Context: an optimization exercise on an open-source flow, tuned for small area and a short achievable clock period. The choices shown serve that exercise and are no tape-out recipe.
At most, simulation tests tie the RTL to the original design; equivalence was not proved.
No activity file was given, so power comes from the tool's default toggle rates.

==> flow/design.v (excerpt) <==
module float_add(clk, rst, i_cip, i_vstart, i_vector_length, i_sj, i_sk,
                 i_v0, i_v1, i_v2, i_v3, i_v4, i_v5, i_v6, i_v7,
                 o_busy, o_result, err);
    input  wire        clk;
    input  wire        rst;
    input  wire [15:0] i_cip;
    input  wire        i_vstart;
    input  wire [6:0]  i_vector_length;
    input  wire [63:0] i_sj;
    input  wire [63:0] i_sk;
    input  wire [63:0] i_v0;
    input  wire [63:0] i_v1;
    input  wire [63:0] i_v2;
    input  wire [63:0] i_v3;
    input  wire [63:0] i_v4;
    input  wire [63:0] i_v5;
    input  wire [63:0] i_v6;
    input  wire [63:0] i_v7;
    output reg  [63:0] o_result;
    output wire        o_busy;
    output wire        err;
    reg [6:0] reservation_time;
    reg       busy_q;
    reg       sel_s;
    reg [7:0] sel_j, sel_k;
    wire [6:0] rt_next = rst ? 7'h7f :
                         i_vstart ? i_vector_length :
  ...
Size in the first run: roughly 4600 cells after synthesis, roughly 33000 um^2 of cells after synthesis.
export LEC_CHECK = 0
export CAP_MARGIN = 20
export CORE_MARGIN = 2
export CORE_UTILIZATION = 40
export CTS_CLUSTER_DIAMETER = 70
export CTS_CLUSTER_SIZE = 25
export SETUP_SLACK_MARGIN = 3.4
export SLEW_MARGIN = 20
export SYNTH_HIERARCHICAL = 1
create_clock -name core_clock -period 6.0 [get_ports {clk}]
standard.sh (not shown) runs the stock make flow with config.mk's settings and CLKGATE_MAP_FILE= SYNTH_SCRIPT=/design/flow/synth_recipe.tcl, a recipe that flattens the netlist after the stock synthesis.
==> flow/flow/run.sh <==
#!/bin/bash
# The standard layout (standard.sh: ORFS from synthesis to the final
# layout) with two changes:
#  - synthesis is the standard flow's own script (synth_recipe.tcl) except that Yosys's
#    abc pass runs delay-targeted ABC scripts from flow/ (see
#    flow/abc_proc.tcl) in place of ORFS's default ABC script. abc maps
#    only combinational logic, so the registers are the standard
#    synthesis's.
#  - the port buffers that ORFS inserts at placement are buf_1 cells.
#    Every input and output port still gets its own buffer.
# ORFS keeps each step's log in orfs/logs; make's output goes to
# standard.log here.
set -euo pipefail
here=$PWD
export BUFFER_PORTS_ARGS="-buffer_cell sky130_fd_sc_hd__buf_1"
export FLOW_ABC_DIR=$here/flow
export ADDER_MAP_FILE=
cat flow/abc_proc.tcl synth_recipe.tcl > flow_synth.tcl
sed "s#SYNTH_SCRIPT=[^ ]*#SYNTH_SCRIPT=$here/flow_synth.tcl#" standard.sh > flow_standard.sh
grep -q "SYNTH_SCRIPT=$here/flow_synth.tcl" flow_standard.sh
bash flow_standard.sh > standard.log 2>&1
==> flow/flow/abc_d1200.script <==
strash
dch -f
map -D 1200
topo
stime -c
buffer -c
upsize -c -D 1200
dnsize -c -D 1200
==> flow/flow/abc_d400.script <==
strash
dch -f
map -D 400
topo
stime -c
buffer -c
upsize -c -D 400
dnsize -c -D 400
==> flow/flow/abc_d500.script <==
strash
dch -f
map -D 500
topo
stime -c
buffer -c
upsize -c -D 500
dnsize -c -D 500
==> flow/flow/abc_d800.script <==
strash
dch -f
map -D 800
topo
stime -c
buffer -c
upsize -c -D 800
dnsize -c -D 800
==> flow/flow/abc_proc.tcl <==
# abc as the standard flow's synthesis calls it, but with ABC scripts of our own, each
# a delay-targeted mapping (dch + map -D) carrying its own target, so no
# -D: the operand select with 400 ps, the exponent select and compare with
# 500 ps, the swap and align shift with 800 ps, then everything else with
# 1200 ps. abc maps only the combinational
# logic; the registers are left as the standard flow's synthesis made them.
proc abc {args} {
  set i [lsearch -exact $args -script]
  if {$i >= 0} { set args [lreplace $args $i [expr {$i + 1}]] }
  set j [lsearch -exact $args -D]
  if {$j >= 0} { set args [lreplace $args $j [expr {$j + 1}]] }
  set d $::env(FLOW_ABC_DIR)
  yosys abc -script $d/abc_d400.script {*}$args fadd_sel
  yosys abc -script $d/abc_d500.script {*}$args fadd_exp
  yosys abc -script $d/abc_d800.script {*}$args fadd_align
  yosys abc -script $d/abc_d1200.script {*}$args
}
The starting point produced a clean layout.
==> next run, changes <==
Settings changed: CTS_CLUSTER_DIAMETER 70 to unset, CTS_CLUSTER_SIZE 25 to unset.
Effect: The changed run went through all stages and came out clean. Synthesized area stays the same. Final area rises by 2.0%. Power rises by 4.5%. Combinational power barely changes. Sequential share of layout area went down by 0.54 points. Cell count rose by 0.73%. Global-route usage goes up by 0.18 points. Hold slack got worse by 3.3 ps. Wire length rose by 0.69%. Clock skew climbs by 23 ps. Setup slack improves by 29 ps.
No run of this note included a check of the RTL's function; only the layout flow was run.

---

float_add, a different RTL version from the one above (not shown whole).
For scale: roughly 4,500 cells after synthesis, about 730 I/O pins, ~33,000 sq um of cells after synthesis.
Design float_add, start of the top module:
module float_add(clk, rst, i_cip, i_vstart, i_vector_length, i_sj, i_sk,
                 i_v0, i_v1, i_v2, i_v3, i_v4, i_v5, i_v6, i_v7,
                 o_busy, o_result, err);
Settings: LEC_CHECK=0, CAP_MARGIN=20, CORE_MARGIN=2, CORE_UTILIZATION=40, CTS_CLUSTER_DIAMETER=80, CTS_CLUSTER_SIZE=30, PLACE_DENSITY=0.7, SETUP_SLACK_MARGIN=3.5, SLEW_MARGIN=20, SYNTH_HIERARCHICAL=1; clock period 6.0 ns.
==> flow/flow/run.sh <==
#!/bin/bash
# The standard layout (standard.sh: ORFS from synthesis to the final
# layout) with two changes:
#  - synthesis is the standard flow's own script (synth_recipe.tcl) except that Yosys's
#    abc pass runs delay-targeted ABC scripts from flow/ (see
#    flow/abc_proc.tcl) in place of ORFS's default ABC script, and that
#    ADDER_MAP_FILE is empty, so ORFS does not extract full and half
#    adder cells before abc and abc maps all the logic itself. Neither
#    touches the registers, so they are the standard synthesis's.
#  - the port buffers that ORFS inserts at placement are buf_1 cells.
#    Every input and output port still gets its own buffer.
# ORFS keeps each step's log in orfs/logs; make's output goes to
# standard.log here.
set -euo pipefail
here=$PWD
export BUFFER_PORTS_ARGS="-buffer_cell sky130_fd_sc_hd__buf_1"
export FLOW_ABC_DIR=$here/flow
export ADDER_MAP_FILE=
cat flow/abc_proc.tcl synth_recipe.tcl > flow_synth.tcl
sed "s#SYNTH_SCRIPT=[^ ]*#SYNTH_SCRIPT=$here/flow_synth.tcl#" standard.sh > flow_standard.sh
grep -q "SYNTH_SCRIPT=$here/flow_synth.tcl" flow_standard.sh
bash flow_standard.sh > standard.log 2>&1
==> flow/flow/abc_proc.tcl <==
# abc as the standard flow's synthesis calls it, but with ABC scripts of our own, each
# a delay-targeted mapping (dch + map -D) carrying its own target, so no
# -D: the operand select with 400 ps, the exponent select and compare with 500 ps,
# then everything else with 1200 ps. abc maps only the combinational
# logic; the registers are left as the standard flow's synthesis made them.
proc abc {args} {
  set i [lsearch -exact $args -script]
  if {$i >= 0} { set args [lreplace $args $i [expr {$i + 1}]] }
  set j [lsearch -exact $args -D]
  if {$j >= 0} { set args [lreplace $args $j [expr {$j + 1}]] }
  set d $::env(FLOW_ABC_DIR)
  yosys abc -script $d/abc_d400.script {*}$args fadd_sel
  yosys abc -script $d/abc_d500.script {*}$args fadd_exp
  yosys abc -script $d/abc_d1200.script {*}$args
}
Scripts as last shown in full above: flow/flow/abc_d1200.script, flow/flow/abc_d400.script, flow/flow/abc_d500.script
Change:
--- a/flow/config.mk
+++ b/flow/config.mk
@@ -9,7 +9,6 @@
 export CORE_MARGIN = 2
 export CORE_UTILIZATION = 40
-export CTS_CLUSTER_DIAMETER = 80
-export CTS_CLUSTER_SIZE = 30
-export PLACE_DENSITY = 0.7
+export CTS_CLUSTER_DIAMETER = 70
+export CTS_CLUSTER_SIZE = 25
 export SETUP_SLACK_MARGIN = 3.5
 export SLEW_MARGIN = 20
The changed run completed without violations.
Setup slack improved by 44 ps.
Final area came out lower slightly.
Sequential power came out higher slightly.
Die area stays the same.
Final cell count hardly moves.
Critical path depth rises by 12.
Via count fell by a few percent.
Register-to-register slack improves by 40 ps.
Change:
==> flow/flow/abc_d1100.script (new file) <==
strash
dch -f
map -D 1100
topo
stime -c
buffer -c
upsize -c -D 1100
dnsize -c -D 1100
==> flow/flow/abc_d1500.script (new file) <==
strash
dch -f
map -D 1500
topo
stime -c
buffer -c
upsize -c -D 1500
dnsize -c -D 1500
==> flow/flow/abc_proc.tcl (replaced) <==
# abc as the standard flow's synthesis calls it, but with ABC scripts of our own, each
# a delay-targeted mapping (dch + map -D) carrying its own target, so no
# -D: the operand select with 400 ps, the exponent select and compare with
# 1100 ps, the adder, the |A - B| increment and the leading-zero count with
# 1500 ps, then everything else with 1200 ps. abc maps only the
# combinational logic; the registers are left as the standard flow's synthesis made
# them.
proc abc {args} {
  set i [lsearch -exact $args -script]
  if {$i >= 0} { set args [lreplace $args $i [expr {$i + 1}]] }
  set j [lsearch -exact $args -D]
  if {$j >= 0} { set args [lreplace $args $j [expr {$j + 1}]] }
  set d $::env(FLOW_ABC_DIR)
  yosys abc -script $d/abc_d400.script {*}$args fadd_sel
  yosys abc -script $d/abc_d1100.script {*}$args fadd_exp
  yosys abc -script $d/abc_d1500.script {*}$args fadd_add48 fadd_ones48 float_add_lz
  yosys abc -script $d/abc_d1200.script {*}$args
}
--- a/flow/config.mk
+++ b/flow/config.mk
@@ -9,6 +9,6 @@
 export CORE_MARGIN = 2
 export CORE_UTILIZATION = 40
-export CTS_CLUSTER_DIAMETER = 70
-export CTS_CLUSTER_SIZE = 25
+export CTS_CLUSTER_DIAMETER = 80
+export CTS_CLUSTER_SIZE = 30
 export SETUP_SLACK_MARGIN = 3.5
 export SLEW_MARGIN = 20
removed: flow/flow/abc_d500.script
After rerunning:
- The changed run finished clean
- worst hold slack barely changes
- power came out lower by about 4%
- wire length came out lower by about 5%
- cell area shrinks by 3.5%
- setup slack gets worse by 5.4 ps
- core utilization rose by 0.41 points
- combinational power barely changes
- sequential share of layout area grows by 1.0 points
- fmax barely changes
- clock skew fell by 9.8 ps

---

float_add again, from the RTL that the note above started with.
clock: 6.0 ns
lec_check: 0
cap_margin: 20
core_margin: 2
core_utilization: 40
cts_cluster_diameter: 80
cts_cluster_size: 30
setup_slack_margin: 3.5
slew_margin: 20
synth_hierarchical: 1
==> flow/flow/abc_d1100.script <==
strash
dch -f
map -D 1100
topo
stime -c
buffer -c
upsize -c -D 1100
dnsize -c -D 1100
==> flow/flow/abc_d1300.script <==
strash
dch -f
map -D 1300
topo
stime -c
buffer -c
upsize -c -D 1300
dnsize -c -D 1300
==> flow/flow/abc_d1500.script <==
strash
dch -f
map -D 1500
topo
stime -c
buffer -c
upsize -c -D 1500
dnsize -c -D 1500
==> flow/flow/abc_proc.tcl <==
# abc as the standard flow's synthesis calls it, but with ABC scripts of our own, each
# a delay-targeted mapping (dch + map -D) carrying its own target, so no
# -D: the operand select with 400 ps, the exponent select and compare with
# 1100 ps, the adder, the |A - B| increment and the leading-zero count with
# 1500 ps, then everything else with 1200 ps. abc maps only the
# combinational logic; the registers are left as the standard flow's synthesis made
# them.
proc abc {args} {
  set i [lsearch -exact $args -script]
  if {$i >= 0} { set args [lreplace $args $i [expr {$i + 1}]] }
  set j [lsearch -exact $args -D]
  if {$j >= 0} { set args [lreplace $args $j [expr {$j + 1}]] }
  set d $::env(FLOW_ABC_DIR)
  yosys abc -script $d/abc_d400.script {*}$args fadd_sel
  yosys abc -script $d/abc_d1100.script {*}$args fadd_exp
  yosys abc -script $d/abc_d1500.script {*}$args fadd_add48 fadd_ones48 float_add_lz
  yosys abc -script $d/abc_d1300.script {*}$args
}
Scripts as last shown in full above: flow/flow/run.sh, flow/flow/abc_d1200.script, flow/flow/abc_d400.script
The starting point finished with timing, DRC and antenna clean.
==> next run, changes <==
==> flow/flow/abc_d500.script (new file) <==
strash
dch -f
map -D 500
topo
stime -c
buffer -c
upsize -c -D 500
dnsize -c -D 500
==> flow/flow/abc_proc.tcl (replaced) <==
# abc as the standard flow's synthesis calls it, but with ABC scripts of our own, each
# a delay-targeted mapping (dch + map -D) carrying its own target, so no
# -D: the operand select with 400 ps, the exponent select and compare with 500 ps,
# then everything else with 1200 ps. abc maps only the combinational
# logic; the registers are left as the standard flow's synthesis made them.
proc abc {args} {
  set i [lsearch -exact $args -script]
  if {$i >= 0} { set args [lreplace $args $i [expr {$i + 1}]] }
  set j [lsearch -exact $args -D]
  if {$j >= 0} { set args [lreplace $args $j [expr {$j + 1}]] }
  set d $::env(FLOW_ABC_DIR)
  yosys abc -script $d/abc_d400.script {*}$args fadd_sel
  yosys abc -script $d/abc_d500.script {*}$args fadd_exp
  yosys abc -script $d/abc_d1200.script {*}$args
}
--- a/flow/config.mk
+++ b/flow/config.mk
@@ -10,5 +10,3 @@
 export CORE_UTILIZATION = 40
-export CTS_CLUSTER_DIAMETER = 80
-export CTS_CLUSTER_SIZE = 30
-export SETUP_SLACK_MARGIN = 3.5
+export SETUP_SLACK_MARGIN = 3.4
 export SLEW_MARGIN = 20
removed: flow/flow/abc_d1100.script
removed: flow/flow/abc_d1300.script
removed: flow/flow/abc_d1500.script
Outcome:
- The changed run completed with no timing, DRC or antenna violations
- count of clock-buffer cells in the layout is higher by 49
- synthesized cell count is higher by 5.0%
- final cell count is higher by 3.8%
- wire length stays flat
- hold slack is worse by 12 ps
- power is higher by 3.0%
- global-route usage is lower by 1.4 points
- core utilization is lower by 1.1 points
- design area is higher by 3.4%
- clock power is higher by 48%
- area after synthesis is higher by 5.3%
==> next run, changes <==
==> flow/flow/abc_d1100.script (new file) <==
strash
dch -f
map -D 1100
topo
stime -c
buffer -c
upsize -c -D 1100
dnsize -c -D 1100
==> flow/flow/abc_d1500.script (new file) <==
strash
dch -f
map -D 1500
topo
stime -c
buffer -c
upsize -c -D 1500
dnsize -c -D 1500
==> flow/flow/abc_d1800.script (new file) <==
strash
dch -f
map -D 1800
topo
stime -c
buffer -c
upsize -c -D 1800
dnsize -c -D 1800
==> flow/flow/abc_proc.tcl (replaced) <==
# abc as the standard flow's synthesis calls it, but with ABC scripts of our own, each
# a delay-targeted mapping (dch + map -D) carrying its own target, so no
# -D: the operand select with 400 ps, the exponent select and compare with
# 1100 ps, the adder, the |A - B| increment and the leading-zero count with
# 1500 ps, then everything else with 1200 ps. abc maps only the
# combinational logic; the registers are left as the standard flow's synthesis made
# them.
proc abc {args} {
  set i [lsearch -exact $args -script]
  if {$i >= 0} { set args [lreplace $args $i [expr {$i + 1}]] }
  set j [lsearch -exact $args -D]
  if {$j >= 0} { set args [lreplace $args $j [expr {$j + 1}]] }
  set d $::env(FLOW_ABC_DIR)
  yosys abc -script $d/abc_d400.script {*}$args fadd_sel
  yosys abc -script $d/abc_d1100.script {*}$args fadd_exp
  yosys abc -script $d/abc_d1800.script {*}$args fadd_add48 fadd_ones48 float_add_lz
  yosys abc -script $d/abc_d1200.script {*}$args
}
--- a/flow/config.mk
+++ b/flow/config.mk
@@ -10,3 +10,5 @@
 export CORE_UTILIZATION = 40
-export SETUP_SLACK_MARGIN = 3.4
+export CTS_CLUSTER_DIAMETER = 80
+export CTS_CLUSTER_SIZE = 30
+export SETUP_SLACK_MARGIN = 3.5
 export SLEW_MARGIN = 20
removed: flow/flow/abc_d500.script
After rerunning: Design area fell by 3.0%; worst hold slack is better by 11 ps; global-route usage came out lower by 0.52 points; clock-buffer cell count fell by 50; power drops by 3.8%.
==> next run, changes <==
==> flow/flow/abc_d500.script (new file) <==
strash
dch -f
map -D 500
topo
stime -c
buffer -c
upsize -c -D 500
dnsize -c -D 500
==> flow/flow/abc_proc.tcl (replaced) <==
# abc as the standard flow's synthesis calls it, but with ABC scripts of our own, each
# a delay-targeted mapping (dch + map -D) carrying its own target, so no
# -D: the operand select with 400 ps, the exponent select and compare with 500 ps,
# then everything else with 1200 ps. abc maps only the combinational
# logic; the registers are left as the standard flow's synthesis made them.
proc abc {args} {
  set i [lsearch -exact $args -script]
  if {$i >= 0} { set args [lreplace $args $i [expr {$i + 1}]] }
  set j [lsearch -exact $args -D]
  if {$j >= 0} { set args [lreplace $args $j [expr {$j + 1}]] }
  set d $::env(FLOW_ABC_DIR)
  yosys abc -script $d/abc_d400.script {*}$args fadd_sel
  yosys abc -script $d/abc_d500.script {*}$args fadd_exp
  yosys abc -script $d/abc_d1200.script {*}$args
}
--- a/flow/config.mk
+++ b/flow/config.mk
@@ -9,3 +9,3 @@
 export CORE_MARGIN = 2
-export CORE_UTILIZATION = 40
+export CORE_UTILIZATION = 50
 export CTS_CLUSTER_DIAMETER = 80
removed: flow/flow/abc_d1100.script
removed: flow/flow/abc_d1500.script
removed: flow/flow/abc_d1800.script
After rerunning:
- global-route usage grows by 11 points
- sequential cell count is unchanged
- final cell count climbs by 1.2%
- via count goes up by 10%
- hold slack loses 6.6 ps
- setup slack loses 80 ps
- cell area rises by 3.6%
==> next run, changes <==
==> flow/flow/abc_d800.script (new file) <==
strash
dch -f
map -D 800
topo
stime -c
buffer -c
upsize -c -D 800
dnsize -c -D 800
--- a/flow/flow/abc_proc.tcl
+++ b/flow/flow/abc_proc.tcl
@@ -12,3 +12,3 @@
   yosys abc -script $d/abc_d400.script {*}$args fadd_sel
-  yosys abc -script $d/abc_d500.script {*}$args fadd_exp
+  yosys abc -script $d/abc_d800.script {*}$args fadd_exp
   yosys abc -script $d/abc_d1200.script {*}$args
--- a/flow/config.mk
+++ b/flow/config.mk
@@ -9,3 +9,3 @@
 export CORE_MARGIN = 2
-export CORE_UTILIZATION = 50
+export CORE_UTILIZATION = 40
 export CTS_CLUSTER_DIAMETER = 80
Wire length drops by 7.4%.
Total power drops by 5.3%.
Sequential share of layout area went up by 0.36 points.
Maximum frequency is higher by 6.4%.
Die area climbs by 25%.
Global-route usage drops by 11 points.
Utilization drops by 13 points.
Non-clock buffer count goes down by 55.
Final area fell by 1.4%.

==> re-timing with driven ports <==
No port has a modelled driver above. Below, the same layouts with a new extraction and two added sets of constraints.
Step 1 assumes that a clkbuf_16 drives the clock port and a buf_2 every other input.
Step 2 moves the port delays by t, midway between the first and last clock arrival at a register: inputs arrive t later, outputs are due t later. That takes back most of the time a late clock gives input paths.
Three values: ideal, step 1, step 2; two values: the first two.
| run | t, ns | setup slack, ns | hold WS [ns] |
|---|---|---|---|
| the first run of note 1 | 0.634 | 3.330 / 3.330 / 2.814 | 0.319 / 0.319 / 0.319 |
| the second run of note 1 | 0.686 | 3.359 / 3.359 / 2.827 | 0.316 / 0.316 / 0.316 |
| the first run of note 2 | 0.711 | 3.450 / 3.374 / 2.740 | 0.324 / 0.324 / 0.324 |
| the second run of note 2 | 0.665 | 3.494 / 3.433 / 2.943 | 0.320 / 0.320 / 0.320 |
| the third run of note 2 | 0.689 | 3.488 / 3.414 / 2.809 | 0.323 / 0.323 / 0.323 |
| the first run of note 3 | 0.718 | 3.450 / 3.376 / 2.791 | 0.331 / 0.331 / 0.331 |
| the second run of note 3 | 0.708 | 3.429 / 3.364 / 2.819 | 0.318 / 0.318 / 0.318 |
| the third run of note 3 | 0.702 | 3.437 / 3.420 / 2.755 | 0.329 / 0.329 / 0.329 |
| the fourth run of note 3 | 0.709 | 3.357 / 3.357 / 2.865 | 0.323 / 0.323 / 0.323 |
| the fifth run of note 3 | 0.653 | 3.517 / 3.470 / 2.914 | 0.331 / 0.331 / 0.331 |
After both steps every run listed still meets setup and hold. The setup slack of the first run of note 2, which loses most, moves by -0.076 ns with the drivers and by -0.710 ns with both steps.
